This design comes from an exercise in tuning for small area on the open sky130 flow, not from production work.
At most, simulation tests tie the RTL to the original design; equivalence was not proved.
For runs 4 to 7, only the layout was checked, not whether the RTL still works.
Power figures rest on the tool's default switching activity, not on a simulated workload.

==> design/flow/design.v <==
module dataGenerator(
    input wire [31:0] pattern,
    input wire        clk,
    input wire        enable_gener,
    input wire        reset,
    output reg [63:0] dataout,
    output reg        dataout_available
);
reg [3:0] id;
reg [7:0] channel;
reg [15:0] amplitude;
reg [35:0] timestamp;
wire [3:0] max_id;
wire [7:0] max_channel;
wire [35:0] max_timestamp;
assign max_id = 4'hF;
assign max_channel = 8'hFF;
assign max_timestamp = 36'hFFFFFFFFF;
reg [63:0] d_out;
reg        d_avail;
always @(posedge clk) begin
    d_out = dataout;
    d_avail = dataout_available;
    if (reset) begin
        d_avail = 0;
        case (pattern)
            3'b000: begin
                d_out[7:0] = -8'h8;;
                d_out[15:8] = -8'h7;
                d_out[23:16] = -8'h6;
                d_out[31:24] = -8'h5; 
                d_out[39:32] = -8'h4; 
                d_out[47:40] = -8'h3; 
                d_out[55:48] = -8'h2; 
                d_out[63:56] = -8'h1; 
            end
            3'b001: d_out = -64'b1;
            3'b010: d_out = 64'b1000000000000000000000000000000000000000000000000000000000000000;
            3'b011: begin
                id = 4'b1;
                channel = 8'b1;
                amplitude = 16'h123;
                timestamp = 36'b1;
            end
        endcase
    end
    if (enable_gener) begin
        d_avail = 1;
        case (pattern)
            3'b000: begin
                d_out[7:0] = d_out[7:0] + 4'b1000;
                d_out[15:8] = d_out[15:8] + 4'b1000;
                d_out[23:16] = d_out[23:16] + 4'b1000;
                d_out[31:24] = d_out[31:24] + 4'b1000;
                d_out[39:32] = d_out[39:32] + 4'b1000;
                d_out[47:40] = d_out[47:40] + 4'b1000;
                d_out[55:48] = d_out[55:48] + 4'b1000;
                d_out[63:56] = d_out[63:56] + 4'b1000;
            end
            3'b001: d_out = d_out + 64'b1;
            3'b010: d_out = {d_out[62:0], d_out[63]};
            3'b011: begin
                d_out = {timestamp[35:0], amplitude[15:0], channel[7:0], id[3:0]};
                amplitude = {amplitude[14:0], amplitude[11] ^ amplitude[5] ^ amplitude[3]};
                if (timestamp == max_timestamp) begin
                    timestamp = 36'b1;
                end else begin
                    timestamp = timestamp + 36'b1;
                end
                if (channel == max_channel) begin
                    channel = 8'b1;
                    id = id + 4'b1;
                end else begin
                    channel = channel + 8'b1;
                end
                if (id == max_id) begin
                    id = 4'b1;
                end
            end
        endcase
    end else begin
        d_avail = 0;
    end
    dataout <= d_out;
    dataout_available <= d_avail;
end
endmodule
module checkData(
    input wire [63:0] data_to_check,
    input wire [31:0] pattern,
    input wire        clk,
    input wire        reset_err_counter,
    input wire        reset_pattern,
    input wire        check_for_errors,
    input wire        enable_pattern,
    output reg [31:0] error_count
);
wire [63:0] correct_data;
always @(posedge clk) begin
    if (reset_err_counter) begin
        error_count <= 32'b0;
    end
    if (check_for_errors) begin
        if (pattern != 3'b011) begin
            if(data_to_check != correct_data) begin
                error_count <= error_count + 1;
            end
        end else begin
            if(data_to_check[27:0] != correct_data[27:0]) begin
                error_count <= error_count + 1;
            end
        end
    end
end
dataGenerator dataGenCheck(
    .clk(clk),
    .enable_gener(enable_pattern),
    .pattern(pattern),
    .reset(reset_pattern),
    .dataout(correct_data)
);
endmodule
module ok_stream_tester(
	input  wire        clk,
	input  wire        rst,
	input  wire        start_timer,
	input  wire        stop_timer,
	input  wire        reset_pattern,
	input  wire [31:0] pattern,
	input  wire        src_almost_full,
	output wire [63:0] src_data,
	output wire        src_valid,
	input  wire        snk_empty,
	output wire        snk_rd_en,
	input  wire        snk_valid,
	input  wire [63:0] snk_data,
	output reg  [63:0] clk_counts,
	output reg         timer_on,
	output wire [31:0] error_count
);
wire [63:0] generated_data;
wire [63:0] data_to_check;
wire        enable_gener;
assign enable_gener  = timer_on & ~src_almost_full;
assign src_data      = {generated_data[31:0], generated_data[63:32]};
assign snk_rd_en     = ~snk_empty;
assign data_to_check = {snk_data[31:0], snk_data[63:32]};
always @(posedge clk) begin
	if (rst) begin
		clk_counts <= 64'd0;
		timer_on   <= 0;
	end
	if (start_timer) begin
		timer_on   <= 1;
		clk_counts <= clk_counts + 1;
	end
	if (timer_on) begin
		clk_counts <= clk_counts + 1;
	end
	if (stop_timer) begin
		timer_on   <= 0;
	end
end
dataGenerator generateData (
	.pattern(pattern),
	.clk(clk),
	.enable_gener(enable_gener),
	.reset(reset_pattern),
	.dataout(generated_data),
	.dataout_available(src_valid)
);
checkData checkDataFromPipeIn (
	.data_to_check(data_to_check),
	.pattern(pattern),
	.clk(clk),
	.reset_err_counter(rst),
	.reset_pattern(reset_pattern),
	.check_for_errors(snk_valid),
	.enable_pattern(snk_rd_en),
	.error_count(error_count)
);
endmodule
==> design/flow/run.sh <==
#!/bin/bash
# synth_recipe.tcl (not shown) runs the flow's synth.tcl, then flattens the netlist and writes it again
# the make line also repeats each setting of config.mk as NAME=value (left out here)
make -C /OpenROAD-flow-scripts/flow DESIGN_CONFIG=/design/flow/config.mk WORK_HOME=/design/flow/orfs CLKGATE_MAP_FILE= SYNTH_SCRIPT=/design/flow/synth_recipe.tcl finish
==> design/flow/config.mk <==
export PLATFORM = sky130hd
export DESIGN_NAME = ok_stream_tester
export DESIGN_NICKNAME = ok_stream_tester
export VERILOG_FILES = /design/flow/design.v
export SDC_FILE = /design/flow/constraint.sdc
export NUM_CORES = 4
export LEC_CHECK = 0
export CAP_MARGIN = 20
export CORE_MARGIN = 2
export CORE_UTILIZATION = 40
export SLEW_MARGIN = 20
==> design/flow/constraint.sdc <==
create_clock -name core_clock -period 10.0 [get_ports {clk}]
set_input_delay 2.0000 -clock core_clock [delete_from_list [all_inputs] [get_ports {clk}]]
set_output_delay 2.0000 -clock core_clock [all_outputs]
set_load 0.01 [all_outputs]
==> run summary, run 1 <==
* Run status: timing/DRC/antenna clean
* FFs w/ async S/R, synth at 0
* Max-slew violations at 0
* Root buffer cell: clkbuf_16
* Rel. slew slack at 0.1354
* IO Pins at around 270
* Share of cells above drive strength 1 at 0.06109
* Final ANT Viol Nets at 0
* Synth warn at 3
* Post-synthesis instance area at approximately 0.024 mm²
* Mapped Cells at between 3,000 and 4,000
* CP required at roughly 10 ns
* Post-CTS setup buffer count at 0
* CP Launch Type: input pin
* CORE AREA at 0.05891 mm²
* HPWL Detailed at about 73,000 µm
* CP Class: in2reg
* First-pass GRT wire length at between 150,000 and 200,000 µm
* Die outline area at just over 0.06 mm²
* Worst-path fanout max at a little under 70
* Seq/Total Area, Yosys at 0.3251
* Die Y at 247.8 µm
* Setup Viol. Count Final at 0
* Largest net degree at the start of global routing at 75
* Routed vias at around 27,000
* FP Rows at 89
* Tcrit/Tclk final at 0.7409
* CTS tree: done
* Number of synthesized register bits at about 350
* DR vias/cell at approximately 6.5
* Worst Skew at 0.01666 ns
* Distinct cells, synth at 97
* Clock-pin slew on the worst setup and hold paths at 0.06 ns
* Post-route setup TNS at 0 ns
* Power Dens Cells at between 100 and 150 mW/mm²
* RePlAce Congestion at slightly below 1
* Syn avg cell area at 7.489 µm²
* Worst min path class: reg2reg
* DRT Wirelength at ~110,000 µm
* Initial Util at 0.4035
* Global Route Usage Sum at 0.3307
* Width of the die at between 200 and 250 µm
* Worst-skew pair later-pin latency at ~0.6 ns
* Sw Share at 0.2439
* Syn-to-layout area delta at 20.39%
* Cts bufs inserted at between 40 and 50
* Sequential cell area at 0.007727 mm²
* Max rail drop VDD at about 120 µV
* Max cap viols at 0
* Sequential share of power at 0.441
* Overall power at 3.488 mW
* Leakage at approximately 10 nW
* # fillers at between 5,000 and 6,000
* Port bufs at 266
* Area of the multi-input gates at 0.01518 mm²
* H-tree depth at 2
* Pre-antenna DRT Iters at 6
* Final nets at approximately 3,500
* Final Core Density at 0.4858
* Post-synth EDFFs at 64
* CTS max path bufs at 3
* # resized after CTS at 0
* Final Hold Fails at 0
* # hold bufs at CTS at 0
* Net Count, Synth at ~3,300
* Combinational power share at 0.073
* Grt ovf at 0
* RSZ-0062 raised after global routing: no
* Min Clock Period, post-route at about 7.4 ns
* DRC Markers at 0
* Iteration-0 DRC count of the detailed router at around 3,400
* Worst setup EP type: flop
* Vias in the first global route at between 20,000 and 30,000
* Worst-Margin Slew at about 1.3 ns
* Total clock sinks at ~350
* Antenna violations before repair at 2
* DR WL/cell at approximately 25 µm
* Internal Pwr Total at approximately 2.6 mW
* Top FF cell, synth: dfxtp_1
* NetSw at roughly 850 µW
* Worst endpoint data arrival time at 7.90 ns
* Clock power share at 0.486
* Fmax at roughly 130 MHz
state kept, by name, summed over array words and instances, names as in the netlist, 16 cells and up:
name / count
clk_counts: 64
checkDataFromPipeIn.error_count: 32
generateData.amplitude: 16
checkDataFromPipeIn.dataGenCheck.dataout: 64
generateData.timestamp: 36
checkDataFromPipeIn.dataGenCheck.amplitude: 16
checkDataFromPipeIn.dataGenCheck.timestamp: 36
generateData.dataout: 64
logic make-up after synthesis:
kind of cell               after synthesis  synth area share
and+or+nand+nor                       1295            0.2672
AOI/OAI and AO/OA                      991            0.2562
DFF                                    354            0.3251
buffers and inverters                  256           0.04232
xor gates and xnor gates               205           0.07553
muxes                                   47           0.02005
adders and majority gates               26           0.01368
synth_stat cells, types with 18 or more instances:
| master | n | area share |
|---|---|---|
| a21o_1 | 18 | 0.0057 |
| a21oi_1 | 334 | 0.070 |
| a221oi_1 | 25 | 0.0092 |
| a22oi_1 | 20 | 0.0063 |
| a31oi_1 | 55 | 0.014 |
| and2_1 | 19 | 0.0050 |
| and3_1 | 66 | 0.017 |
| and4_1 | 19 | 0.0070 |
| buf_1 | 27 | 0.0043 |
| buf_2 | 18 | 0.0038 |
| clkbuf_1 | 150 | 0.024 |
| dfxtp_1 | 290 | 0.24 |
| edfxtp_1 | 64 | 0.081 |
| ha_1 | 26 | 0.014 |
| inv_1 | 55 | 0.0087 |
| mux2i_1 | 42 | 0.018 |
| nand2_1 | 387 | 0.061 |
| nand2b_1 | 18 | 0.0047 |
| nand3_1 | 127 | 0.027 |
| nand4_1 | 85 | 0.022 |
| nor2_1 | 336 | 0.053 |
| nor2b_1 | 20 | 0.0053 |
| nor3_1 | 74 | 0.016 |
| nor4_1 | 27 | 0.0071 |
| o21ai_0 | 273 | 0.057 |
| o221ai_1 | 23 | 0.0085 |
| o22ai_1 | 22 | 0.0058 |
| o31ai_1 | 39 | 0.012 |
| or3_1 | 43 | 0.011 |
| xnor2_1 | 85 | 0.031 |
| xor2_1 | 120 | 0.044 |
final cells by class:
class,count,area share
Inverter,57,0.007476
Multi-Input combinational cell,2564,0.5305
Tap cell,773,0.03380
Timing Repair Buffer,318,0.1066
Sequential cell,354,0.2700
Clock buffer,70,0.04647
Antenna cell,1,0.00008744
Clock inverter,9,0.005071
worst max-delay path, cell delays in order:
cell             delay [ns]
clkdlybuf4s50_1        0.46
nor4_2                 0.44
and4_1                 1.03
and2_4                 0.96
a21oi_1                0.19
inv_1                  0.16
ha_1                   0.27
and2_1                 0.18
nand2_1                0.07
a211oi_2               0.55
nand4_4                0.24
or3_1                  0.49
or4_1                  0.51
o21ai_1                0.15
a21oi_1                0.08
layer usage:
layer  wire [µm]  global-route usage  vias to the layer above
met5          15                   0                        -
met2       44010              0.4862                     1694
met4        5992              0.1800                        2
met3       12230             0.07645                      366
met1       42990              0.4463                    12750
li1            -                   -                    12010
path summary, 6_finish.rpt:
path | from | to | slack (ns) | cells past startpoint
max | pattern[26] | generateData.dataout[63] | 2.59 | 15
min reg2reg | generateData.amplitude[2] | generateData.amplitude[2] | 0.46 | 2
min | generateData.amplitude[2] | generateData.amplitude[2] | 0.46 | 2
max reg2reg | checkDataFromPipeIn.dataGenCheck.dataout[35] | checkDataFromPipeIn.error_count[6] | 6.31 | 9
per-stage QoR:
step	hold WS (ns)	setup WS, ns	instances	area [µm²]
3_3_place_gp	0.4503	2.333	4066	27130
5_1_grt	0.4929	2.305	4145	28620
4_1_cts	0.4619	2.775	4145	28620
3_5_place_dp	0.4539	2.186	4066	27140
6_report	0.4601	2.591	4146	28620
2_1_floorplan	0.4311	3.915	3174	23770
cell usage in the layout (no fill, tap or decap), drive strengths merged, types with 14 or more instances in the layout:
cell           Yosys  layout
nand4             89      89
or3               44      44
and3              66      66
a21o              18      18
nand3            127     127
a31oi             55      55
edfxtp            64      64
o211ai            14      14
nor2b             20      20
a221oi            25      25
a22oi             20      20
o21ai            289     289
nor2             337     337
a221o             14      14
inv               56      56
dfxtp            290     290
nand2b            18      18
a21oi            334     334
nor3              79      79
o31ai             40      40
ha                26      26
xor2             120     120
nand2            387     387
o22ai             22      22
and4              19      19
or2               17      17
clkbuf           150      70
mux2i             42      42
clkdlybuf4s50      0     265
xnor2             85      85
and2              21      21
nor4              37      37
o221ai            23      23
o21a              15      15
buf               49      53
power groups by stage:
stage	clock, mW	combinational, mW	sequential (mW)
floorplan	0	0.0865	1.58
global placement	0	0.250	1.57
detailed placement	0	0.253	1.57
CTS	1.71	0.255	1.54
global route	1.76	0.272	1.55
finish	1.69	0.255	1.54
==> run 2, diff against run 1 <==
==> design/flow/design.v (replaced) <==
module dataGenerator(
    input  wire        clk,
    input  wire [3:0]  psel,      
    input  wire        restart,
    input  wire        advance,
    output reg  [63:0] v
);
wire p0 = psel[0];
wire p1 = psel[1];
wire p2 = psel[2];
wire p3 = psel[3];
wire [64:0] c;
assign c[0] = advance & p1;
genvar i;
generate
    for (i = 1; i <= 64; i = i + 1) begin : chain
        if (i % 8 == 0 && i < 64)
            assign c[i] = c[i-1] & v[i-1] & ~p0;
        else if (i % 8 == 3)
            assign c[i] = (c[i-1] & v[i-1]) | (advance & p0);
        else if (i == 4 || i == 28)
            assign c[i] = (c[i-1] & v[i-1]) | (advance & p3);
        else
            assign c[i] = c[i-1] & v[i-1];
    end
endgenerate
wire [63:0] t = v ^ c[63:0];
wire       ch_max   = c[12];           
wire       ts_max   = c[64];           
wire       marker   = ~|v[3:0];        
wire [3:0] id       = v[3:0];
wire [3:0] id_next  = ch_max ? ((id == 4'hE) ? 4'h1 : id + 4'h1) : id;
reg [63:0] n;
always @* begin
    n = t;
    if (advance & p2)
        n = {v[62:0], v[63]};
    if (advance & p3) begin
        n[3:0]   = id_next;
        n[4]     = t[4] | ch_max;
        n[12]    = (v[23] ^ v[17] ^ v[15]) | marker;
        n[27:13] = v[26:12];
        n[28]    = t[28] | ts_max;
    end
end
reg [63:0] k;
always @* begin
    k = 64'd0;
    if (advance) begin
        if (p0) k = 64'h0706050403020100;
        if (p2) k = 64'h0000000000000001;
        if (p3) k = {36'h000000001, 16'h0123, 8'h01, 4'h1};
    end else begin
        if (p0) k = 64'hFFFEFDFCFBFAF9F8;
        if (p1) k = 64'hFFFFFFFFFFFFFFFF;
        if (p2) k = 64'h8000000000000000;
        if (p3) k = {36'hFFFFFFFFF, 16'h8091, 8'hFF, 4'h0};
    end
end
always @(posedge clk)
    v <= (restart & (|psel)) ? k : n;
endmodule
module checkData(
    input  wire        clk,
    input  wire [63:0] data_to_check,
    input  wire [3:0]  psel,
    input  wire        reset_err_counter,
    input  wire        reset_pattern,
    input  wire        check_for_errors,
    input  wire        enable_pattern,
    output reg  [31:0] error_count
);
wire [63:0] correct_data;
wire [63:0] diff = data_to_check ^ correct_data;
wire mismatch = (|diff[27:0]) | (~psel[3] & (|diff[63:28]));
wire inc = check_for_errors & mismatch;
always @(posedge clk) begin
    if (inc)
        error_count <= error_count + 32'd1;
    else if (reset_err_counter)
        error_count <= 32'd0;
end
dataGenerator dataGenCheck(
    .clk(clk),
    .psel(psel),
    .restart(reset_pattern),
    .advance(enable_pattern),
    .v(correct_data)
);
endmodule
module ok_stream_tester(
	input  wire        clk,
	input  wire        rst,
	input  wire        start_timer,
	input  wire        stop_timer,
	input  wire        reset_pattern,
	input  wire [31:0] pattern,
	input  wire        src_almost_full,
	output wire [63:0] src_data,
	output reg         src_valid,
	input  wire        snk_empty,
	output wire        snk_rd_en,
	input  wire        snk_valid,
	input  wire [63:0] snk_data,
	output reg  [63:0] clk_counts,
	output reg         timer_on,
	output wire [31:0] error_count
);
wire [63:0] generated_data;
wire        enable_gener = timer_on & ~src_almost_full;
wire        count        = start_timer | timer_on;
wire        known = ~|pattern[31:2];
wire [3:0]  psel  = {4{known}} & {pattern[1:0] == 2'd3, pattern[1:0] == 2'd2,
                                  pattern[1:0] == 2'd1, pattern[1:0] == 2'd0};
assign src_data  = {generated_data[31:0], generated_data[63:32]};
assign snk_rd_en = ~snk_empty;
always @(posedge clk) begin
	if (count)
		clk_counts <= clk_counts + 64'd1;
	else if (rst)
		clk_counts <= 64'd0;
	timer_on  <= ~stop_timer & (start_timer | (timer_on & ~rst));
	src_valid <= enable_gener;
end
dataGenerator generateData (
	.clk(clk),
	.psel(psel),
	.restart(reset_pattern),
	.advance(enable_gener),
	.v(generated_data)
);
checkData checkDataFromPipeIn (
	.clk(clk),
	.data_to_check({snk_data[31:0], snk_data[63:32]}),
	.psel(psel),
	.reset_err_counter(rst),
	.reset_pattern(reset_pattern),
	.check_for_errors(snk_valid),
	.enable_pattern(snk_rd_en),
	.error_count(error_count)
);
endmodule
==> run 2 against run 1 <==
- flip-flop and latch count shrank 128
- first-iteration DRC count is 79% lower
- clock skew grew 0.0071 ns
- the layout now fails its checks (negative setup slack)
- combinational power is 17% higher
- critical path type unchanged
- critical endpoint is now checkDataFromPipeIn.dataGenCheck.v[28]
==> run summary, run 2 <==
* Worst endpoint data arrival time at 15.88 ns
* Worst R2R Setup Slack at -3.99 ns
* Antenna violations before repair at 2
* CORE AREA at about 0.034 mm²
* Distinct cells, synth at slightly above 50
* Max cap viols at 0
* Clock power share at 0.425
* Worst setup EP type: flop
* Combinational power share at 0.125
* # hold bufs at CTS at 0
* Net Count, Synth at around 1,700
* Global Route Usage Sum at 0.2359
* Post-synth EDFFs at 104
* Internal Pwr Total at roughly 1.8 mW
* DRT Wirelength at between 40,000 and 50,000 µm
* Simple-Gate Fraction of Synth Area at 0.1938
* Setup Viol. Count Final at just under 60
* Post-route setup TNS at -158.42 ns
* Routed vias at between 10,000 and 15,000
* Synth area leader: edfxtp_1
* Top Registers: checkDataFromPipeIn.dataGenCheck.v: 64 flops, clk_counts: 64 flops, generateData.v: 64 flops
* Share of cells above drive strength 1 at 0.2353
* CTS max path bufs at 3
* First-pass GRT wire length at between 60,000 and 70,000 µm
* Sequential share of power at 0.451
* Final ANT Viol Nets at 0
* Final nets at 2,032
* Overall power at between 2 and 2.5 mW
* Top FF cell, synth: dfxtp_1
* Largest family of logic cells by synthesized area: simple AND/OR/NAND/NOR gates
* Most used cell, CP: ha_4
* IO Pins at around 270
* Number of synthesized register bits at roughly 230
* Area share of fa/ha/maj cells after synthesis at 0.1173
* Rel. slew slack at 0.2578
* Syn-to-layout area delta at 45.91%
* Die outline area at 0.03618 mm²
* Most frequent cells in the layout: 231 x clkdlybuf4s50_1, 182 x nand2_1, 139 x nor2_1
* Final Hold Fails at 0
* CP Launch Type: input pin
* NetSw at 613.1 µW
* Clock-pin slew on the worst setup and hold paths at ~0.06 ns
* Worst-Margin Slew at around 1.1 ns
* Seq/Total Area, Yosys at 0.4013
* Compound-Gate Fraction of Synth Area at 0.1464
* CP Class: in2reg
* Width of the die at 190.2 µm
* Port bufs at approximately 270
* Iteration-0 DRC count of the detailed router at approximately 700
* Failing layout criteria: negative setup slack
* Initial Util at 0.4035
* Final Core Density at 0.5887
* RSZ-0062 raised after global routing: yes
* Final Cell Area at about 0.02 mm²
* DR WL/cell at between 15 and 20 µm
* RePlAce Congestion at between 0.8 and 0.9
* Sw Share at 0.2556
* Post-synthesis instance area at ~0.014 mm²
* Most frequent cells after synthesis: 187 x nand2_1, 143 x nor2_1, 130 x ha_1, 122 x dfxtp_1, 104 x edfxtp_1
* Commonest non-fill, non-tap cell in the layout: clkdlybuf4s50_1
* CP required at ~10 ns
* Tcrit/Tclk final at 1.546
* DR vias/cell at between 5 and 6
* Mux share of post-synthesis cell area at 0.01083
* HPWL Detailed at roughly 29,000 µm
* CTS tree: done
* Cts bufs inserted at 28
* Total clock sinks at between 200 and 250
* Synth warn at 3
* CP endpoint: checkDataFromPipeIn.dataGenCheck.v[28]
* Slowest cell on crit path: or2_4
* Root buffer cell: clkbuf_16
* Min Clock Period, post-route at 15.46 ns
* Worst min path class: reg2reg
* Post-Synth XOR/XNOR Area at 0.09852
* Post-synth top area share at 0.2252
* Mapped Cells at approximately 1,500
* Area contributors post-synth: edfxtp_1 23%, dfxtp_1 18%, ha_1 12%
* Crit. Startpoint: pattern[31]
* Most common cell in the netlist: nand2_1
* Worst-skew pair later-pin latency at about 0.56 ns
* Fmax at 64.70 MHz
* Dpl cell area at ~0.019 mm²
* DRC Markers at 0
* Worst-path fanout max at 2
* Run status: complete, but fails checks
* Max-slew violations at 0
* Worst reg2reg path endpoint: checkDataFromPipeIn.dataGenCheck.v[28]
* FFs w/ async S/R, synth at 0
* Pre-antenna DRT Iters at 5
* Vias in the first global route at roughly 13,000
* Largest net degree at the start of global routing at between 70 and 80
* Syn avg cell area at ~9.2 µm²
* Worst Skew at approximately 0.024 ns
* Die Y at ~190 µm
* Max rail drop VDD at 123.7 µV
* Grt ovf at 0
* Setup WS post-layout at -5.456 ns
* FP Rows at just under 70
* Power Dens Cells at 118.5 mW/mm²
* Leakage at 6.975 nW
* H-tree depth at 1
* Worst reg-to-reg path cell count at 85
* FF-to-FF Start: checkDataFromPipeIn.dataGenCheck.v[0]
* Slowest stage delay, CP at about 0.23 ns
run 2: cell type report:
class	count	area, µm²
Clock buffer	32	737.0
Tap cell	455	569.3
Multi-Input combinational cell	1165	9783
Timing Repair Buffer	354	3326
Antenna cell	1	2.502
Sequential cell	226	5565
Inverter	23	86.33
Fill cell	2973	14140
Clock inverter	19	166.4
run 2: worst min path at each step:
| stage | to | cells after the start | startpoint | slack (ns) |
|---|---|---|---|---|
| floorplan | checkDataFromPipeIn.dataGenCheck.v[26] | 2 | checkDataFromPipeIn.dataGenCheck.v[25] | 0.51 |
| global placement | generateData.v[50] | 2 | generateData.v[49] | 0.49 |
| detailed placement | generateData.v[57] | 2 | generateData.v[56] | 0.50 |
| CTS | generateData.v[57] | 2 | generateData.v[56] | 0.51 |
| global route | generateData.v[32] | 2 | generateData.v[31] | 0.54 |
| finish | generateData.v[32] | 2 | generateData.v[31] | 0.52 |
run 2: cell families after synthesis:
kind of cell	after synthesis
compound gates	309
xor+xnor	156
fa+ha+maj	130
buf+inv	114
flops	226
mux	15
simple gates	555
run 2: power groups by stage:
stage	Clock (mW)	Combinational [mW]	Sequential [mW]
2_1_floorplan	0	0.103	1.11
3_3_place_gp	0	0.291	1.10
3_5_place_dp	0	0.294	1.10
4_1_cts	1.04	0.299	1.08
5_1_grt	1.08	0.322	1.09
6_report	1.02	0.299	1.08
run 2: metal layers:
layer | wire [µm] | up-vias | track usage | share of wire
met5 | 12 | - | 0 | 0.00028
met4 | 866 | 2 | 0.05605 | 0.020
met3 | 2883 | 66 | 0.04612 | 0.066
met2 | 20420 | 374 | 0.3898 | 0.47
met1 | 19280 | 6064 | 0.3180 | 0.44
li1 | - | 6110 | - | -
run 2: stage by stage:
step,worst slack [ns],hold slack [ns],cells
finish,-5.456,0.5180,2275
CTS,-5.553,0.5064,2272
floorplan,-5.887,0.5134,1505
global placement,-6.341,0.4909,2212
global route,-5.729,0.5383,2274
detailed placement,-6.467,0.5005,2212
run 2: what timing repair did:
action | CTS | global route
setup endpoints to repair | 62 | 61
endpoints found under the hold margin | 0 | 0
gates resized for setup | 209 | 52
pin swaps | 49 | 46
buffers inserted | 9 | 2
run 2: worst max-delay path, delay by kind of cell:
| kind | cells | cell delay, ns |
|---|---|---|
| and+or+nand+nor | 21 | 3.40 |
| adders and majority gates | 64 | 9.74 |
| buffers and inverters | 1 | 0.07 |
| AOI/OAI and AO/OA | 4 | 0.59 |
==> run 3, diff against run 2 <==
--- a/design/flow/design.v
+++ b/design/flow/design.v
@@ -10,15 +10,31 @@
 wire p2 = psel[2];
 wire p3 = psel[3];
+wire a0 = advance & p0;
+wire a1 = advance & p1;
+wire a3 = advance & p3;
+wire [3:0] blk_ones;
+genvar i, b;
+generate
+    for (b = 0; b < 4; b = b + 1) begin : ones
+        assign blk_ones[b] = &v[16*b+15:16*b];
+    end
+endgenerate
+wire [4:0] cb;                                  
+assign cb[0] = a1;
+assign cb[1] = cb[0] & blk_ones[0];
+assign cb[2] = (cb[1] & blk_ones[1]) | (a3 & (&v[31:28]));
+assign cb[3] = cb[2] & blk_ones[2];
+assign cb[4] = cb[3] & blk_ones[3];
 wire [64:0] c;
-assign c[0] = advance & p1;
-genvar i;
 generate
-    for (i = 1; i <= 64; i = i + 1) begin : chain
-        if (i % 8 == 0 && i < 64)
+    for (i = 0; i <= 64; i = i + 1) begin : chain
+        if (i % 16 == 0)
+            assign c[i] = cb[i/16];
+        else if (i % 8 == 0)
             assign c[i] = c[i-1] & v[i-1] & ~p0;
         else if (i % 8 == 3)
-            assign c[i] = (c[i-1] & v[i-1]) | (advance & p0);
+            assign c[i] = (c[i-1] & v[i-1]) | a0;
         else if (i == 4 || i == 28)
-            assign c[i] = (c[i-1] & v[i-1]) | (advance & p3);
+            assign c[i] = (c[i-1] & v[i-1]) | a3;
         else
             assign c[i] = c[i-1] & v[i-1];
@@ -69,5 +85,5 @@
     input  wire        check_for_errors,
     input  wire        enable_pattern,
-    output reg  [31:0] error_count
+    output wire [31:0] error_count
 );
 wire [63:0] correct_data;
@@ -75,10 +91,10 @@
 wire mismatch = (|diff[27:0]) | (~psel[3] & (|diff[63:28]));
 wire inc = check_for_errors & mismatch;
-always @(posedge clk) begin
-    if (inc)
-        error_count <= error_count + 32'd1;
-    else if (reset_err_counter)
-        error_count <= 32'd0;
-end
+skip_counter #(.W(32)) errors (
+    .clk(clk),
+    .inc(inc),
+    .clr(reset_err_counter),
+    .q(error_count)
+);
 dataGenerator dataGenCheck(
     .clk(clk),
@@ -103,5 +119,5 @@
 	input  wire        snk_valid,
 	input  wire [63:0] snk_data,
-	output reg  [63:0] clk_counts,
+	output wire [63:0] clk_counts,
 	output reg         timer_on,
 	output wire [31:0] error_count
@@ -115,9 +131,11 @@
 assign src_data  = {generated_data[31:0], generated_data[63:32]};
 assign snk_rd_en = ~snk_empty;
+skip_counter #(.W(64)) timer (
+	.clk(clk),
+	.inc(count),
+	.clr(rst),
+	.q(clk_counts)
+);
 always @(posedge clk) begin
-	if (count)
-		clk_counts <= clk_counts + 64'd1;
-	else if (rst)
-		clk_counts <= 64'd0;
 	timer_on  <= ~stop_timer & (start_timer | (timer_on & ~rst));
 	src_valid <= enable_gener;
@@ -141,2 +159,28 @@
 );
 endmodule
+module skip_counter #(
+	parameter W = 64,
+	parameter B = 16
+) (
+	input  wire         clk,
+	input  wire         inc,
+	input  wire         clr,
+	output reg  [W-1:0] q
+);
+wire [W/B:0] cb;
+wire [W:0]   c;
+assign cb[0] = inc;
+genvar i, b;
+generate
+	for (b = 0; b < W/B; b = b + 1) begin : blk
+		assign cb[b+1] = cb[b] & (&q[B*b+B-1:B*b]);
+		assign c[B*b] = cb[b];
+		for (i = B*b + 1; i < B*b + B; i = i + 1) begin : bt
+			assign c[i] = c[i-1] & q[i-1];
+		end
+	end
+endgenerate
+wire keep = inc | ~clr;
+always @(posedge clk)
+	q <= (q ^ c[W-1:0]) & {W{keep}};
+endmodule
==> run 3 against run 2 <==
- maximum frequency up 110%
- clock power decreased by about 10%
- worst setup slack better by 8.2 ns
- global-route usage is 2.6 points lower
- synthesized area is 7.9% lower
- sequential share of layout area up 0.44 points
- flip-flop and latch count did not move
- largest cell class unchanged
- sequential power fell by 13%
- now clean on timing, DRC and antenna
==> run summary, run 3 <==
* Min Clock Period, post-route at approximately 7.3 ns
* Fmax at roughly 140 MHz
* Max rail drop VDD at around 140 µV
* Most frequent cells after synthesis: 218 x dfxtp_1, 210 x ha_1, 106 x nand2_1, 91 x nand3_1, 77 x a31oi_1
* Dpl cell area at between 0.015 and 0.02 mm²
* Iteration-0 DRC count of the detailed router at 572
* Largest net degree at the start of global routing at 75
* CORE AREA at 0.03147 mm²
* Rel. slew slack at 0.4435
* Most frequent cells in the layout: 266 x clkdlybuf4s50_1, 218 x dfxtp_1, 210 x ha_1
* Synth warn at 4
* First-pass GRT wire length at 56,640 µm
* IO Pins at 267
* Worst min path class: reg2reg
* Number of synthesized register bits at roughly 230
* RePlAce Congestion at between 0.8 and 0.9
* Final Core Density at 0.5236
* Pre-antenna DRT Iters at 5
* DR vias/cell at approximately 5.4
* H-tree depth at 1
* Run status: timing/DRC/antenna clean
* Final Hold Fails at 0
* Total clock sinks at approximately 230
* Worst setup EP type: flop
* Worst-skew pair later-pin latency at around 0.53 ns
* Synth area leader: dfxtp_1
* Antenna violations before repair at 2
* Seq/Total Area, Yosys at 0.3606
* Post-synth top area share at 0.3418
* Mapped Cells at approximately 1,300
* Tcrit/Tclk final at 0.7268
* DRT Wirelength at approximately 36,000 µm
* DR WL/cell at between 15 and 20 µm
* Area of the multi-input gates at between 0.007 and 0.008 mm²
* # resized after CTS at 0
* CP Launch Type: input pin
* Leakage at 7.582 nW
* FP Rows at 65
* Share of cells above drive strength 1 at 0.05976
* Post-synth EDFFs at 8
* Setup Viol. Count Final at 0
* Commonest non-fill, non-tap cell in the layout: clkdlybuf4s50_1
* Die outline area at ~0.033 mm²
* CP Class: in2reg
* Top Registers: checkDataFromPipeIn.dataGenCheck.v: 64 flops, generateData.v: 64 flops, timer.q: 64 flops
* Worst Skew at between 0.009 and 0.01 ns
* Die Y at approximately 180 µm
* Global Route Usage Sum at 0.2101
* CP required at 10.39 ns
* Initial Util at 0.4056
* Post-route setup TNS at 0 ns
* CTS max path bufs at 3
* Sequential cell area at approximately 0.0046 mm²
* Setup WS post-layout at roughly 2.7 ns
* Worst endpoint data arrival time at about 7.7 ns
* Top FF cell, synth: dfxtp_1
* Final ANT Viol Nets at 0
* FFs w/ async S/R, synth at 0
* Distinct cells, synth at 58
* Port bufs at approximately 270
* Final Cell Area at about 0.016 mm²
* Routed vias at 10,680
* Post-synthesis instance area at 0.01277 mm²
* Root buffer cell: clkbuf_16
* Antenna Cells at 0
* Syn avg cell area at roughly 9.7 µm²
* Syn-to-layout area delta at 29.07%
* Vias in the first global route at 10,310
* # fillers at slightly below 3,000
* Net Count, Synth at about 1,600
* Most common cell in the netlist: dfxtp_1
* HPWL Detailed at approximately 26,000 µm
* DRC Markers at 0
* Clock-pin slew on the worst setup and hold paths at approximately 0.06 ns
* Cts bufs inserted at 27
* Area contributors post-synth: dfxtp_1 34%, ha_1 21%, xor2_1 4.2%
* Final nets at 1,870
* Max cap viols at 0
* Worst-path fanout max at 9
* Post-CTS setup buffer count at 0
* Grt ovf at 0
* # hold bufs at CTS at 0
* Width of the die at 182.7 µm
* Power Dens Cells at 122.7 mW/mm²
* Overall power at 2.023 mW
* RSZ-0062 raised after global routing: no
* Max-slew violations at 0
* Worst-Margin Slew at around 0.83 ns
* Post-place setup slack at between 2 and 2.5 ns
* CTS tree: done
## run 3: changes by cell type in the layout (fill, tap and decap cells not counted), sizes merged, moves of 56 or more
cell and delta:
nand2 -81, dfxtp +96, xnor2 -82, a21oi -61, ha +80, nor2b +56, buf -108, nor2 -102
edfxtp -96
## run 3: cell type report
| cell class | instances | share of cell area |
|---|---|---|
| clock inverters | 6 | 0.001822 |
| clock buffers | 40 | 0.04768 |
| flip-flops and latches | 226 | 0.2794 |
| multi-input cells | 986 | 0.4653 |
| repair buffers | 277 | 0.1666 |
| well taps | 402 | 0.03052 |
| inverters | 38 | 0.008656 |
## run 3: power by group
group	total (mW)	leakage, nW	internal, mW	switching (mW)
registers	0.940	1.86	0.923	0.0169
clock network	0.917	0.407	0.537	0.380
logic	0.165	5.32	0.0923	0.0729
total	2.02	7.58	1.55	0.470
## run 3: logic make-up after synthesis
| logic type | synth area share |
|---|---|
| AOI/OAI and AO/OA | 0.09418 |
| xor gates and xnor gates | 0.05625 |
| adders and majority gates | 0.2058 |
| buffers and inverters | 0.04116 |
| DFF | 0.3606 |
| muxes | 0.03528 |
| and+or+nand+nor | 0.2067 |
## run 3: metal layers
metal | part of all wire | up-vias | GRT usage | wire [µm]
met4 | 0.024 | 2 | 0.05935 | 871
li1 | - | 5266 | - | -
met2 | 0.45 | 331 | 0.3317 | 16010
met5 | 0.00045 | - | 0.001481 | 16
met3 | 0.079 | 52 | 0.05947 | 2827
met1 | 0.45 | 5025 | 0.2801 | 16060
## run 3: final timing paths
kind	from	end	slack [ns]	cells past startpoint
setup / recovery	pattern[20]	checkDataFromPipeIn.dataGenCheck.v[31]	2.73	28
hold / removal	generateData.v[24]	generateData.v[25]	0.52	2
setup reg to reg	checkDataFromPipeIn.dataGenCheck.v[1]	checkDataFromPipeIn.dataGenCheck.v[63]	4.74	26
hold reg to reg	generateData.v[24]	generateData.v[25]	0.52	2
## run 3: through the flow
| step | std cells | hold slack [ns] |
|---|---|---|
| after CTS | 1975 | 0.5250 |
| after global placement | 1929 | 0.4921 |
| final | 1975 | 0.5205 |
| after floorplan | 1322 | 0.4914 |
| after detailed placement | 1929 | 0.4990 |
| after global routing | 1975 | 0.5442 |
## run 3: critical path: stages
cell,delay [ns]
clkdlybuf4s50_1,0.51
nor4_4,0.07
and4_1,0.37
nand2_1,0.37
nor2_1,0.17
and3_1,0.22
ha_1,0.18
ha_1,0.18
ha_1,0.18
or2_2,0.30
ha_1,0.19
ha_1,0.18
ha_1,0.18
ha_1,0.18
ha_1,0.17
and2_1,0.13
ha_1,0.18
ha_1,0.18
ha_1,0.18
or2_2,0.29
ha_1,0.21
a21o_1,0.17
ha_1,0.19
ha_1,0.18
ha_1,0.18
xor2_1,0.14
nand3_1,0.08
nand3_1,0.10
==> run 4, diff against run 3 <==
--- a/design/flow/design.v
+++ b/design/flow/design.v
@@ -12,4 +12,5 @@
 wire a0 = advance & p0;
 wire a1 = advance & p1;
+wire a2 = advance & p2;
 wire a3 = advance & p3;
 wire [3:0] blk_ones;
@@ -21,10 +22,11 @@
 endgenerate
 wire [4:0] cb;                                  
-assign cb[0] = a1;
-assign cb[1] = cb[0] & blk_ones[0];
-assign cb[2] = (cb[1] & blk_ones[1]) | (a3 & (&v[31:28]));
-assign cb[3] = cb[2] & blk_ones[2];
+assign cb[0] = a1 | (a2 & v[63]);
+assign cb[1] = (cb[0] & blk_ones[0]) | (a2 & v[15]);
+assign cb[2] = (cb[1] & blk_ones[1]) | (a2 & v[31]) | (a3 & (&v[31:28]));
+assign cb[3] = (cb[2] & blk_ones[2]) | (a2 & v[47]);
 assign cb[4] = cb[3] & blk_ones[3];
-wire [64:0] c;
+wire [64:0] c;                                  
+wire [63:0] ci = c[63:0] | ({64{a2}} & v);     
 generate
     for (i = 0; i <= 64; i = i + 1) begin : chain
@@ -32,14 +34,14 @@
             assign c[i] = cb[i/16];
         else if (i % 8 == 0)
-            assign c[i] = c[i-1] & v[i-1] & ~p0;
+            assign c[i] = ci[i-1] & v[i-1] & ~p0;
         else if (i % 8 == 3)
-            assign c[i] = (c[i-1] & v[i-1]) | a0;
+            assign c[i] = (ci[i-1] & v[i-1]) | a0;
         else if (i == 4 || i == 28)
-            assign c[i] = (c[i-1] & v[i-1]) | a3;
+            assign c[i] = (ci[i-1] & v[i-1]) | a3;
         else
-            assign c[i] = c[i-1] & v[i-1];
+            assign c[i] = ci[i-1] & v[i-1];
     end
 endgenerate
-wire [63:0] t = v ^ c[63:0];
+wire [63:0] t = v ^ ci;
 wire       ch_max   = c[12];           
 wire       ts_max   = c[64];           
@@ -50,6 +52,4 @@
 always @* begin
     n = t;
-    if (advance & p2)
-        n = {v[62:0], v[63]};
     if (advance & p3) begin
         n[3:0]   = id_next;
--- a/design/flow/config.mk
+++ b/design/flow/config.mk
@@ -8,4 +8,4 @@
 export CAP_MARGIN = 20
 export CORE_MARGIN = 2
-export CORE_UTILIZATION = 40
+export CORE_UTILIZATION = 70
 export SLEW_MARGIN = 20
==> run 4 against run 3 <==
- still clean on timing, DRC and antenna
- critical path depth increased by 10
- synthesized cell count decreased by 1.4%
- first-iteration DRC count increased by 110%
- critical path type unchanged
- largest cell class unchanged
- highest routed layer unchanged
==> run summary, run 4 <==
* Dpl cell area at between 0.015 and 0.02 mm²
* Worst endpoint data arrival time at approximately 9.6 ns
* H-tree depth at 1
* Worst-path fanout max at 34
* Post-synth EDFFs at 8
* Min Clock Period, post-route at 9.203 ns
* Number of synthesized register bits at 226
* Slowest stage delay, CP at 0.84 ns
* Most used cell, CP: ha_1
* Worst-skew pair later-pin latency at about 0.53 ns
* Clock-pin slew on the worst setup and hold paths at around 0.06 ns
* RSZ-0062 raised after global routing: no
* DR vias/cell at about 6.5
* Initial Util at 0.7073
* Rel. slew slack at 0.3162
* Max cap viols at 0
* Final ANT Viol Nets at 0
* Iteration-0 DRC count of the detailed router at roughly 1,200
* Setup Viol. Count Final at 0
* Simple-Gate Fraction of Synth Area at 0.1988
* Most frequent cells in the layout: 266 x clkdlybuf4s50_1, 218 x dfxtp_1, 210 x ha_1
* IO Pins at about 270
* Post-synthesis instance area at about 0.013 mm²
* Port bufs at about 270
* FFs w/ async S/R, synth at 0
* Total clock sinks at ~230
* Worst setup EP type: flop
* Global Route Usage Sum at 0.4073
* Die Y at about 140 µm
* CP Launch Type: input pin
* Syn-to-layout area delta at 28.32%
* Worst reg2reg path endpoint: generateData.v[63]
* CTS max path bufs at 3
* Distinct cells, synth at 57
* Post-CTS setup buffer count at 0
* Setup WS post-layout at 0.7967 ns
* CTS tree: done
* Most frequent cells after synthesis: 218 x dfxtp_1, 210 x ha_1, 162 x nand2_1, 85 x a21o_1, 62 x nor2b_1
* Area contributors post-synth: dfxtp_1 35%, ha_1 21%, a21o_1 5.1%
* Top FF cell, synth: dfxtp_1
* Width of the die at between 100 and 150 µm
* Final Core Density at 0.9076
* Mapped Cells at between 1,000 and 1,500
* Largest net degree at the start of global routing at 64
* Share of cells above drive strength 1 at 0.04627
* Fin cells at about 1,800
* Most common cell in the netlist: dfxtp_1
* Final Hold Fails at 0
* Vias in the first global route at between 10,000 and 15,000
* Area share of fa/ha/maj cells after synthesis at 0.2089
* # fillers at approximately 780
* Worst min path class: reg2reg
* Die outline area at ~0.019 mm²
* Root buffer cell: clkbuf_16
* DRC Markers at 0
* Cts bufs inserted at 24
* HPWL Detailed at around 26,000 µm
* Placed insts at between 1,500 and 2,000
* Final Cell Area at between 0.015 and 0.02 mm²
* Max rail drop VDD at roughly 120 µV
* Worst reg-to-reg path cell count at 38
* RePlAce Congestion at between 0.9 and 1
* Hold worst-path end: timer.q[63]
* Final nets at ~1,900
* Tcrit/Tclk final at 0.9203
* Synth warn at 4
* DRT Wirelength at 40,360 µm
* Pre-antenna DRT Iters at 5
* Worst R2R Setup Slack at 2.83 ns
* Top Registers: checkDataFromPipeIn.dataGenCheck.v: 64 flops, generateData.v: 64 flops, timer.q: 64 flops
* Worst Hold Launch: timer.q[63]
* # hold bufs at CTS at 0
* Compound-Gate Fraction of Synth Area at 0.1334
* FP Rows at 49
* CORE AREA at 0.01778 mm²
* DR WL/cell at 22.58 µm
* Synth area leader: dfxtp_1
* Routed vias at 11,700
* Syn avg cell area at between 9 and 10 µm²
* Antenna violations before repair at 2
* Seq/Total Area, Yosys at 0.3661
* Fmax at ~110 MHz
* Leakage at 8.566 nW
* Post-synth top area share at 0.3470
* Hold Crit Depth at 2
* Grt ovf at 0
* Slowest cell on crit path: clkdlybuf4s50_1
* CP required at roughly 10 ns
* # resized after CTS at 0
* Post-Synth XOR/XNOR Area at 0.05223
* Run status: timing/DRC/antenna clean
* Worst-Margin Slew at around 1.0 ns
* Post-route setup TNS at 0 ns
* FF-to-FF Start: timer_on
* Max-slew violations at 0
* Largest family of logic cells by synthesized area: adder cells
* Power Dens Cells at 128.1 mW/mm²
* Post-place setup slack at 0.7142 ns
* Mux share of post-synthesis cell area at 0.01602
* Net Count, Synth at approximately 1,600
* CP Class: in2reg
* Worst Skew at 0.01519 ns
* Commonest non-fill, non-tap cell in the layout: clkdlybuf4s50_1
* First-pass GRT wire length at 63,350 µm
-- run 4: cell type report --
cell class	count	area (µm²)	area share
multi-input cells	1002	7689	0.4765
flip-flops and latches	226	4604	0.2853
repair buffers	280	2779	0.1722
clock buffers	31	656.9	0.04071
well taps	229	286.5	0.01776
clock inverters	8	82.58	0.005117
inverters	9	33.78	0.002094
diodes	2	5.005	0.0003102
-- run 4: per-layer routing --
metal,global-route usage,share of wire,vias to the layer above
met5,0,0.00032,-
met4,0.2105,0.054,2
met3,0.09768,0.10,188
met2,0.7173,0.49,789
met1,0.4588,0.36,5531
li1,-,-,5187
-- run 4: worst max-delay path by stage --
stage                                              to       start  slack [ns]
2_1_floorplan  checkDataFromPipeIn.dataGenCheck.v[14]  pattern[1]        1.66
3_5_place_dp                       generateData.v[47]  pattern[0]        0.71
4_1_cts                            generateData.v[31]  pattern[0]        0.94
6_report                           generateData.v[31]  pattern[0]        0.80
3_3_place_gp                       generateData.v[63]  pattern[0]        0.96
5_1_grt                            generateData.v[31]  pattern[0]        0.47
-- run 4: cell families after synthesis --
logic type      Yosys count
mux                      20
xor+xnor                 75
compound gates          244
buf+inv                  76
flops                   226
fa+ha+maj               210
simple gates            453
-- run 4: stage by stage --
stage	hold slack, ns	total power [mW]
final	0.5166	2.066
after global routing	0.5971	2.113
after CTS	0.5177	2.057
after detailed placement	0.5052	1.210
after global placement	0.4907	1.197
after floorplan	0.5077	1.087
-- run 4: report_power, final --
part	total (mW)	internal (mW)	switching, mW
Sequential	0.979	0.936	0.0425
Clock	0.865	0.488	0.377
Combinational	0.222	0.124	0.0982
Total	2.07	1.55	0.518
-- run 4: worst max-delay path: cells and delay by family --
family          cells  cell delay (ns)
compound gates     16             2.86
fa+ha+maj          15             2.74
buf+inv             2             1.10
mux                 1             0.09
simple gates        4             0.76
==> run 5, diff against run 4 <==
==> design/flow/flow/run.sh (new file) <==
#!/bin/bash
# Standard ORFS layout with smaller port buffers and a leaner clock tree.
set -euo pipefail
export BUFFER_PORTS_ARGS="-buffer_cell sky130_fd_sc_hd__buf_1"
export CTS_ARGS="-sink_clustering_enable -repair_clock_nets -dont_use_dummy_load"
bash standard.sh > standard.log 2>&1
==> design/flow/standard.sh (new file) <==
#!/bin/bash
# synth_recipe.tcl (not shown) runs the flow's synth.tcl, then flattens the netlist and writes it again
# the make line also repeats each setting of config.mk as NAME=value (left out here)
make -C /OpenROAD-flow-scripts/flow DESIGN_CONFIG=/design/flow/config.mk WORK_HOME=/design/flow/orfs CLKGATE_MAP_FILE= SYNTH_SCRIPT=/design/flow/synth_recipe.tcl "${@:-finish}"
removed: design/flow/run.sh
==> run 5 against run 4 <==
- clock skew grew 0.015 ns
- final area shrank 11%
- sequential share of layout area grew 3.6 points
- wire length shrank 20%
- clock power shrank 13%
- cell count shrank 0.90%
- clock-buffer cell count shrank 7
- non-clock buffer count is the same
- critical path type unchanged
==> run summary, run 5 <==
* Run status: timing/DRC/antenna clean
* Worst min path class: reg2reg
* Pre-antenna DRT Iters at 7
* Max cap viols at 0
* Antenna violations before repair at 2
* Worst R2R Setup Slack at 3.00 ns
* Max-slew violations at 0
* Net Count, Synth at ~1,600
* # resized after CTS at 0
* Leakage at 7.853 nW
* Root buffer cell: clkbuf_16
* Rel. slew slack at 0.2693
* Most common cell in the netlist: dfxtp_1
* Worst-case hold slack at between 0.5 and 0.6 ns
* Final Hold Fails at 0
* DR vias/cell at 6.086
* Post-synthesis instance area at between 0.01 and 0.015 mm²
* CTS tree: done
* Setup Viol. Count Final at 0
* DRC Markers at 0
* Post-route setup TNS at 0 ns
* Die outline area at 0.01905 mm²
* Total clock sinks at 226
* Synth area leader: dfxtp_1
* GRT met2 Usage at 0.5511
* Max rail drop VDD at 128.5 µV
* Die Y at between 100 and 150 µm
* Routing usage on met3 at 0.06858
* DR WL/cell at roughly 18 µm
* FP Rows at roughly 50
* Seq/Total Area, Yosys at 0.3661
* Dpl cell area at 0.01371 mm²
* Gr busiest metal: met2
* RSZ-0062 raised after global routing: no
* IO Pins at approximately 270
* Worst-Margin Slew at ~1.1 ns
* Power Dens Cells at roughly 130 mW/mm²
* Worst Skew at about 0.03 ns
* Area contributors post-synth: dfxtp_1 35%, ha_1 21%, a21o_1 5.1%
* CP Class: in2reg
* Commonest non-fill, non-tap cell in the layout: buf_1
* CP Launch Type: input pin
* Overall power at approximately 1.9 mW
* Post-synth top area share at 0.3470
* Vias in the first global route at between 10,000 and 15,000
* Most frequent cells in the layout: 266 x buf_1, 218 x dfxtp_1, 210 x ha_1
* GRT met1 Usage at 0.4325
* Worst endpoint data arrival time at just under 9 ns
* Most frequent cells after synthesis: 218 x dfxtp_1, 210 x ha_1, 162 x nand2_1, 85 x a21o_1, 62 x nor2b_1
* Slowest stage delay, CP at around 0.77 ns
* Worst setup EP type: flop
* Fmax at about 120 MHz
* Port bufs at roughly 270
* Post-synth EDFFs at 8
* Clock-pin slew on the worst setup and hold paths at 0.06 ns
* Post-CTS setup buffer count at 0
* Distinct cells, synth at 57
* Grt ovf at 0
* Top FF cell, synth: dfxtp_1
* Syn avg cell area at between 9 and 10 µm²
* Routed vias at 10,780
* Mapped Cells at around 1,300
* CP required at between 10 and 15 ns
* Worst-skew pair later-pin latency at approximately 0.5 ns
* RePlAce Congestion at just under 0.9
* Min Clock Period, post-route at between 8 and 9 ns
* Syn-to-layout area delta at 13.97%
* Initial Util at 0.7073
* HPWL Detailed at 23,360 µm
* Synth warn at 4
* Largest net degree at the start of global routing at approximately 70
* Cts bufs inserted at 24
* Top Registers: checkDataFromPipeIn.dataGenCheck.v: 64 flops, generateData.v: 64 flops, timer.q: 64 flops
* CORE AREA at ~0.018 mm²
* Most used cell, CP: ha_1
* Final ANT Viol Nets at 0
* Worst-path fanout max at 10
* H-tree depth at 1
* Hold Crit Depth at 2
* Slowest cell on crit path: or3_1
* Tcrit/Tclk final at 0.8312
* CTS max path bufs at 3
* First-pass GRT wire length at between 50,000 and 60,000 µm
* Share of cells above drive strength 1 at 0.04023
* DRT Wirelength at about 32,000 µm
* Final Cell Area at ~0.014 mm²
* Width of the die at approximately 140 µm
* Iteration-0 DRC count of the detailed router at 816
* Global Route Usage Sum at 0.3303
* Final Core Density at 0.8061
* # hold bufs at CTS at 0
* FFs w/ async S/R, synth at 0
* Worst reg-to-reg path cell count at 39
* Number of synthesized register bits at approximately 230
* Final nets at ~1,900
## run 5: cell counts after synthesis
Identical to the previous run, type by type.
## run 5: kinds of logic after synthesis
group,after synthesis,synth area share
flip-flops,226,0.3661
XOR/XNOR,75,0.05223
AND/OR/NAND/NOR,453,0.1988
buffers and inverters,76,0.02447
AO/OA/AOI/OAI,244,0.1334
multiplexers,20,0.01602
adder cells (fa/ha/maj),210,0.2089
## run 5: stage by stage
stage | cells | worst slack [ns]
after floorplan | 1304 | 1.661
after global placement | 1745 | 1.399
after detailed placement | 1745 | 1.270
after CTS | 1769 | 1.738
after global routing | 1770 | 1.319
final | 1771 | 1.688
## run 5: routing by layer
metal,vias to the layer above,wire [µm],part of all wire
met5,-,10,0.00031
met4,2,867,0.027
met3,73,2608,0.081
met2,421,15070,0.47
met1,5099,13540,0.42
li1,5184,-,-
## run 5: area by class of cell
cell class / instances / area [µm²]
diodes: 1 / 2.502
flip-flops and latches: 226 / 4604
clock buffers: 24 / 600.6
inverters: 9 / 33.78
repair buffers: 280 / 1111
multi-input cells: 1002 / 7694
well taps: 229 / 286.5
fillers: 1253 / 3447
## run 5: final timing paths
kind / end / start
hold / removal: timer_on / timer_on
hold reg to reg: timer_on / timer_on
setup / recovery: checkDataFromPipeIn.dataGenCheck.v[14] / pattern[9]
setup reg to reg: generateData.v[63] / timer_on
## run 5: critical path: cells and delay by family
family | cells | cell delay, ns
buf+inv | 1 | 0.20
fa+ha+maj | 12 | 2.30
compound gates | 14 | 2.58
simple gates | 5 | 1.62
## run 5: report_power, final
group / switching (mW) / total, mW / internal [mW]
Clock: 0.329 / 0.749 / 0.420
Sequential: 0.0402 / 0.977 / 0.937
Combinational: 0.0853 / 0.161 / 0.0762
==> run 6, diff against run 5 <==
==> design/flow/flow/run.sh (replaced) <==
#!/bin/bash
# Standard ORFS layout with smaller port buffers and a leaner clock tree.
set -euo pipefail
export BUFFER_PORTS_ARGS="-buffer_cell sky130_fd_sc_hd__buf_1"
export CTS_ARGS="-sink_clustering_enable -repair_clock_nets -dont_use_dummy_load -buf_list sky130_fd_sc_hd__clkbuf_8"
bash standard.sh > standard.log 2>&1
--- a/design/flow/config.mk
+++ b/design/flow/config.mk
@@ -8,4 +8,4 @@
 export CAP_MARGIN = 20
 export CORE_MARGIN = 2
-export CORE_UTILIZATION = 70
+export CORE_UTILIZATION = 40
 export SLEW_MARGIN = 20
==> run 6 against run 5 <==
- worst hold slack got worse by 0.041 ns
- cell count rose by 11%
- power fell by 0.58%
- core utilization fell by 33 points
- critical path depth rose by 6
- combinational power fell by 2%
- clock skew rose by 0.034 ns
- maximum frequency rose by 1.1%
- sequential power rose by 0.6%
- non-clock buffer count rose by 1
- clock-buffer cell count rose by 20
==> run summary, run 6 <==
* Max cap viols at 0
* Setup WS post-layout at about 1.8 ns
* Fin cells at 1,958
* CP Class: in2reg
* Max rail drop VDD at ~100 µV
* Sw Share at 0.2543
* # hold bufs at CTS at 0
* FP Rows at 64
* Mux share of post-synthesis cell area at 0.01602
* Slowest cell on crit path: nand2b_1
* Syn avg cell area at 9.644 µm²
* Pre-antenna DRT Iters at 5
* Final nets at around 1,900
* Number of synthesized register bits at about 230
* Slowest stage delay, CP at between 0.4 and 0.5 ns
* Vias in the first global route at ~10,000
* Distinct cells, synth at 57
* # resized after CTS at 0
* Dpl cell area at ~0.014 mm²
* Synth area leader: dfxtp_1
* Final Core Density at 0.4733
* Area share of fa/ha/maj cells after synthesis at 0.2089
* DRC Markers at 0
* Post-route setup TNS at 0 ns
* Initial Util at 0.4090
* IO Pins at ~270
* RSZ-0062 raised after global routing: no
* Worst-path fanout max at 16
* Top Registers: checkDataFromPipeIn.dataGenCheck.v: 64 flops, generateData.v: 64 flops, timer.q: 64 flops
* Global Route Usage Sum at 0.2071
* Mapped Cells at about 1,300
* Run status: timing/DRC/antenna clean
* Worst endpoint data arrival time at roughly 8.7 ns
* DRT Wirelength at roughly 34,000 µm
* CP Launch Type: input pin
* Worst setup EP type: flop
* Final Cell Area at roughly 0.015 mm²
* CP required at approximately 10 ns
* Post-synth EDFFs at 8
* Most frequent cells after synthesis: 218 x dfxtp_1, 210 x ha_1, 162 x nand2_1, 85 x a21o_1, 62 x nor2b_1
* First-pass GRT wire length at between 50,000 and 60,000 µm
* DR WL/cell at 17.48 µm
* Port bufs at 266
* Syn-to-layout area delta at 15.74%
* Post-synth top area share at 0.3470
* Rel. slew slack at 0.4035
* Iteration-0 DRC count of the detailed router at 591
* Final ANT Viol Nets at 0
* Grt ovf at 0
* Die outline area at about 0.033 mm²
* Clock power share at 0.392
* Largest family of logic cells by synthesized area: adder cells
* Share of cells above drive strength 1 at 0.05250
* CORE AREA at 0.03075 mm²
* Antenna violations before repair at 0
* HPWL Detailed at around 26,000 µm
* Area contributors post-synth: dfxtp_1 35%, ha_1 21%, a21o_1 5.1%
* Width of the die at roughly 180 µm
* Antenna Cells at 0
* Internal Pwr Total at between 1 and 1.5 mW
* Placed insts at roughly 1,900
* Total clock sinks at between 200 and 250
* Post-place setup slack at approximately 1.2 ns
* CTS max path bufs at 3
* Min Clock Period, post-route at a little over 8 ns
* Most frequent cells in the layout: 266 x buf_1, 218 x dfxtp_1, 210 x ha_1
* Commonest non-fill, non-tap cell in the layout: buf_1
* Worst-Margin Slew at between 0.8 and 0.9 ns
* Worst min path class: reg2reg
* Leakage at approximately 8 nW
* Compound-Gate Fraction of Synth Area at 0.1334
* Post-CTS setup buffer count at 0
* Top FF cell, synth: dfxtp_1
* Max-slew violations at 0
* Root buffer cell: clkbuf_8
* CTS tree: done
* Sequential share of power at 0.524
* Worst Skew at around 0.064 ns
* Synth warn at 4
* Cts bufs inserted at 44
* Post-synthesis instance area at about 0.013 mm²
* Setup Viol. Count Final at 0
* Clock-pin slew on the worst setup and hold paths at around 0.05 ns
* Combinational power share at 0.084
* Seq/Total Area, Yosys at 0.3661
* NetSw at about 480 µW
* Tcrit/Tclk final at 0.8219
* Power Dens Cells at 128.9 mW/mm²
* Final Hold Fails at 0
* Fmax at between 100 and 150 MHz
* Most used cell, CP: ha_1
* FFs w/ async S/R, synth at 0
* Largest net degree at the start of global routing at between 60 and 70
* Die Y at between 150 and 200 µm
* Most common cell in the netlist: dfxtp_1
* Worst-skew pair later-pin latency at between 0.5 and 0.6 ns
* Post-Synth XOR/XNOR Area at 0.05223
* # fillers at around 3,000
* H-tree depth at 2
* Net Count, Synth at about 1,600
* Routed vias at about 10,000
* DR vias/cell at around 5.3
* RePlAce Congestion at 0.8272
* Simple-Gate Fraction of Synth Area at 0.1988
[run 6: cell counts after synthesis]
Identical to the previous run, type by type.
[run 6: stage by stage]
stage | hold WS (ns) | total power [mW]
after floorplan | 0.5077 | 1.087
after global placement | 0.4897 | 1.152
after detailed placement | 0.4950 | 1.159
after CTS | 0.5111 | 1.905
after global routing | 0.5408 | 1.970
final | 0.5015 | 1.876
[run 6: layout make-up]
cell class	instances	area (µm²)	share of cell area
clock buffer	44	605.6	0.04161
tap	396	495.5	0.03404
sequential	226	4604	0.3163
inverter	9	33.78	0.002321
multi-input combinational	1002	7689	0.5282
timing repair buffer	281	1127	0.07745
[run 6: power groups by stage]
stage	Sequential, mW	Combinational [mW]	Clock [mW]
detailed placement	1.00	0.158	0
CTS	0.982	0.159	0.763
finish	0.983	0.157	0.736
global placement	0.999	0.154	0
floorplan	0.992	0.0950	0
global route	0.985	0.177	0.808
[run 6: final timing paths]
kind                                   startpoint            endpoint  slack (ns)  cells past startpoint
worst max-delay path                   pattern[0]  generateData.v[63]        1.78                     38
worst min-delay path                  timer.q[63]         timer.q[63]        0.50                      2
worst max register to register  generateData.v[0]  generateData.v[63]        3.12                     37
worst min register to register        timer.q[63]         timer.q[63]        0.50                      2
[run 6: kinds of logic after synthesis]
logic type / count (synthesis)
buffers and inverters: 76
and+or+nand+nor: 453
adders and majority gates: 210
DFF: 226
muxes: 20
AOI/OAI and AO/OA: 244
xor gates and xnor gates: 75
[run 6: critical path: cells and delay by family]
| kind | cells | cell delay, ns |
|---|---|---|
| multiplexers | 1 | 0.08 |
| AO/OA/AOI/OAI | 16 | 2.57 |
| buffers and inverters | 2 | 0.28 |
| AND/OR/NAND/NOR | 4 | 1.13 |
| adder cells (fa/ha/maj) | 15 | 2.63 |
[run 6: routing by layer]
| layer | GRT usage | part of all wire | vias up |
|---|---|---|---|
| met5 | 0 | 0 | - |
| met4 | 0.06244 | 0.026 | 0 |
| met3 | 0.05180 | 0.077 | 62 |
| met2 | 0.3309 | 0.45 | 334 |
| met1 | 0.2757 | 0.44 | 4808 |
| li1 | - | - | 5207 |
==> run 7, diff against run 6 <==
==> design/flow/flow/run.sh (replaced) <==
#!/bin/bash
# Standard ORFS layout with smaller port buffers and a leaner clock tree.
set -euo pipefail
export BUFFER_PORTS_ARGS="-buffer_cell sky130_fd_sc_hd__buf_1"
export CTS_ARGS="-sink_clustering_enable -repair_clock_nets -dont_use_dummy_load -buf_list sky130_fd_sc_hd__clkbuf_4"
bash standard.sh > standard.log 2>&1
==> run 7 against run 6 <==
- highest routed layer unchanged
- worst setup slack improved by 0.085 ns
- final area decreased by 0.62%
- global-route usage increased by 0.31 points
- register-to-register slack got worse by 0.03 ns
- synthesized area unchanged
- critical path depth unchanged
- clock skew increased by 0.00051 ns
- wire length increased by 1.2%
- flip-flop and latch count unchanged
- cell count increased by 1.3%
- sequential share of layout area increased by 0.20 points
- critical endpoint is now generateData.v[47]
==> run summary, run 7 <==
* Seq/Total Area, Yosys at 0.3661
* Mapped Cells at roughly 1,300
* Die outline area at 0.03287 mm²
* Share of cells above drive strength 1 at 0.06683
* Met2 wire len at 15,760 µm
* Worst endpoint data arrival time at between 8 and 9 ns
* DRT Wirelength at 34,650 µm
* Slowest cell on crit path: nand2b_1
* Clock-pin slew on the worst setup and hold paths at around 0.060 ns
* CTS tree: done
* IO Pins at 267
* Worst-Margin Slew at between 0.8 and 0.9 ns
* Max-slew violations at 0
* # resized after CTS at 0
* Most used cell, CP: ha_1
* Global Route Usage Sum at 0.2103
* Post-synthesis instance area at 0.01258 mm²
* Distinct cells, synth at 57
* Post-synth EDFFs at 8
* Routed vias at 10,610
* CTS max path bufs at 3
* Top FF cell, synth: dfxtp_1
* Syn-to-layout area delta at 15.02%
* Leakage at a little under 8 nW
* Worst setup EP type: flop
* H-tree depth at 3
* M1 WL at ~15,000 µm
* Worst-path fanout max at 31
* Worst-skew pair later-pin latency at slightly below 0.7 ns
* Post-synth top area share at 0.3470
* Slowest stage delay, CP at between 0.4 and 0.5 ns
* DRC Markers at 0
* Top sig layer: met4
* FP Rows at 64
* DR vias/cell at roughly 5.3
* Top Registers: checkDataFromPipeIn.dataGenCheck.v: 64 flops, generateData.v: 64 flops, timer.q: 64 flops
* Final nets at roughly 1,900
* CP Class: in2reg
* Final Core Density at 0.4704
* Most common cell in the netlist: dfxtp_1
* Setup Viol. Count Final at 0
* RePlAce Congestion at around 0.83
* First-pass GRT wire length at 55,260 µm
* Width of the die at 181.3 µm
* Root buffer cell: clkbuf_4
* Worst path bufs/invs at 3
* Synth area leader: dfxtp_1
* Syn avg cell area at approximately 9.6 µm²
* Run status: timing/DRC/antenna clean
* CP Launch Type: input pin
* Tcrit/Tclk final at 0.8135
* Area contributors post-synth: dfxtp_1 35%, ha_1 21%, a21o_1 5.1%
* Die Y at 181.3 µm
* DR WL/cell at around 17 µm
* Met3 wire length at ~2600 µm
* Grt ovf at 0
* Synth warn at 4
* Pre-antenna DRT Iters at 5
* # hold bufs at CTS at 0
* Post-route setup TNS at 0 ns
* HPWL Detailed at roughly 26,000 µm
* Most frequent cells after synthesis: 218 x dfxtp_1, 210 x ha_1, 162 x nand2_1, 85 x a21o_1, 62 x nor2b_1
* Total clock sinks at 226
* Antenna violations before repair at 1
* Min Clock Period, post-route at just over 8 ns
* Most frequent cells in the layout: 266 x buf_1, 218 x dfxtp_1, 210 x ha_1
* Initial Util at 0.4090
* Fmax at about 120 MHz
* Final Hold Fails at 0
* Iteration-0 DRC count of the detailed router at just under 600
* Largest net degree at the start of global routing at 64
* Max rail drop VDD at about 86 µV
* Worst Skew at ~0.064 ns
* Cts bufs inserted at about 70
* CP top delay family: compound AO/OA/AOI/OAI gates
* FFs w/ async S/R, synth at 0
* Max cap viols at 0
* Rel. slew slack at 0.4058
* Commonest non-fill, non-tap cell in the layout: buf_1
* Post-CTS setup buffer count at 0
* RSZ-0062 raised after global routing: no
* CP required at 10.56 ns
* Number of synthesized register bits at around 230
* Port bufs at around 270
* Vias in the first global route at 10,220
* Net Count, Synth at ~1,600
* Power Dens Cells at 124.9 mW/mm²
* Worst min path class: reg2reg
* Final ANT Viol Nets at 0
* CORE AREA at between 0.03 and 0.04 mm²
run 7: cell counts after synthesis:
No cell type changed its count.
run 7: area by class of cell:
class / count / area (µm²)
fillers: 3028 / 16280
multi-input cells: 1002 / 7689
flip-flops and latches: 226 / 4604
repair buffers: 281 / 1127
clock buffers: 68 / 510.5
well taps: 396 / 495.5
inverters: 9 / 33.78
diodes: 2 / 5.005
run 7: worst paths after layout:
| check | from | to | slack (ns) | cells after the start |
|---|---|---|---|---|
| worst min register to register | timer.q[63] | timer.q[63] | 0.50 | 2 |
| worst max register to register | timer_on | generateData.v[63] | 3.09 | 38 |
| worst min-delay path | timer.q[63] | timer.q[63] | 0.50 | 2 |
| worst max-delay path | pattern[0] | generateData.v[47] | 1.87 | 38 |
run 7: layer usage:
layer / vias up / GRT usage
met5: - / 0
met4: 0 / 0.08325
met3: 65 / 0.05946
met2: 360 / 0.3350
met1: 4904 / 0.2686
li1: 5276 / -
run 7: cells by family (layout without fill, tap and decap cells):
kind of cell,Yosys count,in the layout,synth area share
and+or+nand+nor,453,453,0.1988
AOI/OAI and AO/OA,244,244,0.1334
DFF,226,226,0.3661
adders and majority gates,210,210,0.2089
buffers and inverters,76,358,0.02447
xor gates and xnor gates,75,75,0.05223
muxes,20,20,0.01602
other,0,2,0
run 7: tightest hold or removal path, delay by kind of cell (launching register included):
kind                      cells  cell delay, ns
and+or+nand+nor               1            0.07
xor gates and xnor gates      1            0.07
DFF                           1            0.34
run 7: where the power goes:
group	internal (mW)	total (mW)	switching (mW)
logic	0.0755	0.158	0.0824
registers	0.938	0.983	0.0450
clock network	0.308	0.666	0.359
total	1.32	1.81	0.486
run 7: per-stage QoR:
step           cells  worst slack (ns)  instance area (µm²)  hold slack [ns]  total power, mW
5_1_grt         1984             1.526                14470           0.5419            1.901
2_1_floorplan   1304             1.661                12580           0.5077            1.087
3_3_place_gp    1913             1.311                13930           0.4897            1.152
3_5_place_dp    1913             1.239                13940           0.4950            1.159
6_report        1984             1.865                14470           0.5032            1.807
4_1_cts         1981             1.913                14450           0.5124            1.840

## static timing again, ports no longer ideal
How much do the figures lean on ideal ports? The routed layouts below were timed once more, with nothing changed but the port constraints. Step 1 (the two cells are an assumption about what drives the block):
set clk [get_ports {clk}]
set_driving_cell -lib_cell sky130_fd_sc_hd__clkbuf_16 $clk
set_driving_cell -lib_cell sky130_fd_sc_hd__buf_2 [delete_from_list [all_inputs] $clk]
Step 2 also shifts input and output timing later by t, the mid clock arrival at the registers, as if the neighbouring blocks saw the same clock. Three values: ideal, step 1, step 2; two values: the first two.
| run | t, ns | setup slack, ns | slew at the worst register clock pin (ns) | worst slew at a driven data input, ns | pins driven straight from the clock port |
|---|---|---|---|---|---|
| run 1 | 0.655 | 2.591 / 2.629 / 1.974 | 0.07 / 0.07 | 0.08 | 1 |
| run 2 | 0.601 | -5.456 / -5.441 / -6.042 | 0.07 / 0.07 | 0.09 | 1 |
| run 3 | 0.579 | 2.732 / 2.754 / 2.176 | 0.06 / 0.06 | 0.07 | 1 |
| run 4 | 0.565 | 0.797 / 0.817 / 0.252 | 0.07 / 0.07 | 0.09 | 1 |
| run 5 | 0.548 | 1.688 / 1.650 / 1.101 | 0.06 / 0.06 | 0.09 | 1 |
| run 6 | 0.570 | 1.781 / 1.804 / 1.235 | 0.06 / 0.06 | 0.07 | 1 |
| run 7 | 0.691 | 1.865 / 1.889 / 1.198 | 0.07 / 0.07 | 0.07 | 1 |
The setup slack of run 7, which loses most, moves by +0.024 ns with the drivers and by -0.667 ns with both steps.
